Context: an optimization exercise on an open-source flow, tuned for small area. The choices shown serve that exercise and are no tape-out recipe.
In this exercise RTL edits were held to simulation tests only and were not proved equivalent to the original.

Setup of job 3794:
Design ram_tester, start of the top module:
module ram_tester
#(
     parameter AXI_ID           = 0
)
(
     input          clk_i
    ,input          rst_i
    ,input          cfg_awvalid_i
    ,input  [31:0]  cfg_awaddr_i
    ,input          cfg_wvalid_i
    ,input  [31:0]  cfg_wdata_i
    ,input  [3:0]   cfg_wstrb_i
    ,input          cfg_bready_i
    ,input          cfg_arvalid_i
    ,input  [31:0]  cfg_araddr_i
    ,input          cfg_rready_i
    ,input          outport_awready_i
    ,input          outport_wready_i
    ,input          outport_bvalid_i
    ,input  [1:0]   outport_bresp_i
    ,input  [3:0]   outport_bid_i
    ,input          outport_arready_i
    ,input          outport_rvalid_i
    ,input  [31:0]  outport_rdata_i
    ,input  [1:0]   outport_rresp_i
    ,input  [3:0]   outport_rid_i
    ,input          outport_rlast_i
    ,output         cfg_awready_o
    ,output         cfg_wready_o
    ,output         cfg_bvalid_o
    ,output [1:0]   cfg_bresp_o
    ,output         cfg_arready_o
    ,output         cfg_rvalid_o
    ,output [31:0]  cfg_rdata_o
    ,output [1:0]   cfg_rresp_o
    ,output         outport_awvalid_o
  ...
Size: about 2200 cells after synthesis.
clock: 10.0 ns
lec_check: 0
cap_margin: 20
core_margin: 2
core_utilization: 70
slew_margin: 20
standard.sh (not shown) runs the stock make flow with config.mk's settings and CLKGATE_MAP_FILE= SYNTH_SCRIPT=/design/flow/synth_recipe.tcl, a recipe that flattens the netlist after the stock synthesis.
==> flow/flow/run.sh <==
#!/bin/bash
# The standard layout (standard.sh: the standard flow's synthesis and ORFS flow), with
# these changes to how the layout is made:
#  - synthesis is synth_recipe.tcl with ABC's script swapped for
#    flow/abc.script (flow/synth.tcl);
#  - port buffers are sky130_fd_sc_hd__buf_1 (every port still gets one);
#  - CTS builds the tree from clkbuf_8 (clusters of at most 16 sinks within
#    60 um) and inserts no dummy loads;
#  - floorplan keeps synthesis's single tie-hi/tie-lo cell for the constant
#    outputs instead of one per load (SKIP_REPAIR_TIE_FANOUT).
# ORFS writes each step's full log under orfs/logs/; the make output goes to
# standard.log in this folder.
set -euo pipefail
export FLOW_WORK="$PWD"
export FLOW_ABC_SCRIPT="$PWD/flow/abc.script"
export BUFFER_PORTS_ARGS="-buffer_cell sky130_fd_sc_hd__buf_1"
export SKIP_REPAIR_TIE_FANOUT=1
export CTS_ARGS="-sink_clustering_enable -repair_clock_nets -dont_use_dummy_load -buf_list sky130_fd_sc_hd__clkbuf_8 -sink_clustering_size 16 -sink_clustering_max_diameter 60"
sed "s#SYNTH_SCRIPT=[^ ]*synth_recipe\.tcl#SYNTH_SCRIPT=$PWD/flow/synth.tcl#" standard.sh > standard_abc.sh
grep -q "SYNTH_SCRIPT=$PWD/flow/synth.tcl" standard_abc.sh
bash standard_abc.sh > standard.log 2>&1
grep -q "flow: ABC script" orfs/logs/*/ram_tester/base/1_2_yosys.log
==> flow/flow/abc.script <==
&get -n
&st
&dch
&nf
&st
&syn2
&dch
&nf
&st
&dch
&nf
&put
buffer -c
topo
stime -c
upsize -c
dnsize -c
==> flow/flow/synth.tcl <==
# synth_recipe.tcl unchanged, except that ABC maps the logic with
# flow/abc.script (registers are mapped by dfflibmap before ABC runs, so
# they are the standard synthesis's).
trace add variable ::abc_args write flow_abc_script
proc flow_abc_script {args} {
  trace remove variable ::abc_args write flow_abc_script
  set i [lsearch -exact $::abc_args -script]
  lset ::abc_args [expr {$i + 1}] $::env(FLOW_ABC_SCRIPT)
  puts "flow: ABC script $::env(FLOW_ABC_SCRIPT)"
}
source $::env(FLOW_WORK)/synth_recipe.tcl
[inputs] job 3983 vs job 3794
diff --git a/flow/design.v b/flow/design.v
--- a/flow/design.v
+++ b/flow/design.v
@@ -128,17 +128,17 @@
     user_q <= wr_data_w;
 localparam STATE_IDLE  = 2'd0;
 localparam STATE_START = 2'd1;
 localparam STATE_RUN   = 2'd2;
 localparam STATE_WAIT  = 2'd3;
 reg [1:0]  state_q;
 reg [1:0]  next_state_r;
 reg [29:0] current_q;       
-reg [30:0] outstanding_q;
+reg [29:0] outstanding_q;      
 reg        burst_q;
 reg [3:0]  burst_cnt_q;
 wire [5:0]  lo_diff_w = {1'b0, end_q[6:2]} - {1'b0, current_q[4:0]};
 wire [4:0]  rem_lo_w  = lo_diff_w[4:0];
 wire        borrow_w  = lo_diff_w[5];
 wire [24:0] e_hi_w = end_q[31:7];
 wire [24:0] c_hi_w = current_q[29:5];
 wire [25:0] d_w    = {1'b0, e_hi_w ^ c_hi_w};
@@ -158,17 +158,17 @@
 begin
     next_state_r = state_q;
     case (state_q)
     STATE_START: next_state_r = STATE_RUN;
     STATE_RUN:
         if (at_end_w && !burst_q)
             next_state_r = STATE_WAIT;
     STATE_WAIT:
-        if (outstanding_q == 31'd0)
+        if (outstanding_q == 30'd0)
             next_state_r = STATE_IDLE;
     default: ;
     endcase
     if (next_state_r == STATE_IDLE && strobe_w)
         next_state_r = STATE_START;
 end
 always @ (posedge clk_i or posedge rst_i)
 if (rst_i)
@@ -378,34 +378,34 @@
 assign outport_araddr_o  = {out_addr_w, 2'b00};
 assign outport_arid_o    = AXI_ID;
 assign outport_arlen_o   = {4'b0, out_len_r};
 assign outport_arburst_o = 2'b01;
 assign outport_rready_o  = 1'b1;
 wire resp_w  = outport_bvalid_i || (outport_rvalid_i && outport_rlast_i);
 wire out_up_w = push_addr_w & ~resp_w;
 wire out_dn_w = ~push_addr_w & resp_w;
-reg [30:0] outstanding_r;
+reg [29:0] outstanding_r;
 reg        all1_r;
 reg        all0_r;
 integer    m;
 always @ *
 begin
     all1_r = 1'b1;
     all0_r = 1'b1;
-    for (m = 0; m < 31; m = m + 1)
+    for (m = 0; m < 30; m = m + 1)
     begin
         outstanding_r[m] = outstanding_q[m] ^ ((out_up_w & all1_r) | (out_dn_w & all0_r));
         all1_r = all1_r &  outstanding_q[m];
         all0_r = all0_r & ~outstanding_q[m];
     end
 end
 always @ (posedge clk_i or posedge rst_i)
 if (rst_i)
-    outstanding_q <= 31'b0;
+    outstanding_q <= 30'b0;
 else
     outstanding_q <= outstanding_r;
 function [31:0] inc32;
     input [31:0] a;
     input        cin;
     integer      k;
     reg          c;
     begin
@@ -418,25 +418,25 @@
     end
 endfunction
 reg        init_q;
 always @ (posedge clk_i or posedge rst_i)
 if (rst_i)
     init_q <= 1'b0;
 else
     init_q <= ~start_w;
-reg [31:0] errors_q;
+reg [29:0] errors_q;    
 reg [31:0] time_q;      
 reg [31:0] last_q;
 reg        last_vld_q;
-wire [31:0] errors_w = init_q ? errors_q : 32'h00000000;
+wire [29:0] errors_w = init_q ? errors_q : 30'h00000000;
 wire [31:0] time_w   = init_q ? time_q   : 32'hFFFFFFFE;
 always @ (posedge clk_i)
 begin
-    errors_q <= inc32(errors_w, outport_rvalid_i && outport_rdata_i != write_data_q);
+    errors_q <= inc32({2'b00, errors_w}, outport_rvalid_i && outport_rdata_i != write_data_q);
     time_q   <= inc32(time_w, busy_w);
 end
 always @ (posedge clk_i)
 if (outport_rvalid_i)
     last_q <= outport_rdata_i;
 always @ (posedge clk_i or posedge rst_i)
 if (rst_i)
     last_vld_q <= 1'b0;
@@ -457,17 +457,17 @@
         data_r[7:7] = cfg_dly_q;
     end
     8'h4:    data_r = base_q;
     8'h8:     data_r = end_q;
     8'hc:     data_r[0] = busy_w;
     8'h10: data_r = {current_q, 2'b00};
     8'h14:   data_r = user_q;
     8'h18:    data_r = time_w;
-    8'h1c:  data_r = errors_w;
+    8'h1c:  data_r = {2'b00, errors_w};
     8'h20:    data_r = last_w;
     default:           data_r = 32'b0;
     endcase
 end
 reg rvalid_q;
 always @ (posedge clk_i or posedge rst_i)
 if (rst_i)
     rvalid_q <= 1'b0;
Notes after the runs:
- Compared with job 3794, in job 3983 final clock period utilization by the worst path moved down; worst setup slack before clock tree synthesis moved up.
- Compared with job 3794, job 3983 shows a met3 wire length that is 820 um higher.
- ~same area after synthesis in job 3983 and job 3794
- In the flow results for job 3983 and job 3794, the share of cell area taken by flip-flops and latches is smaller on job 3983.
- Final routed wirelength across all metal layers improves in job 3983 relative to job 3794.

[what the ideal ports hide]
In the flow no input, the clock included, has a driving cell. The finished layouts below were timed again as built, in two steps.
Step 1, drivers: a clkbuf_16 drives clk_i and a buf_2 each remaining input, both assumed.
Step 2 also shifts input and output timing later by t, the mid clock arrival at the registers, as if the neighbouring blocks saw the same clock.
Three values: ideal ports, drivers, drivers and shift; two values: the first two.
| run | t (ns) | setup WS [ns] | worst data-port slew with drivers (ns) |
|---|---|---|---|
| job 3794 | 0.596 | 0.965 / 0.993 / 0.398 | 0.06 |
| job 3983 | 0.593 | 1.481 / 1.508 / 0.915 | 0.06 |
After both steps every run listed still meets setup and hold. For job 3794, which loses most, drivers alone change the setup slack by +0.028 ns; drivers and shift together by -0.567 ns.
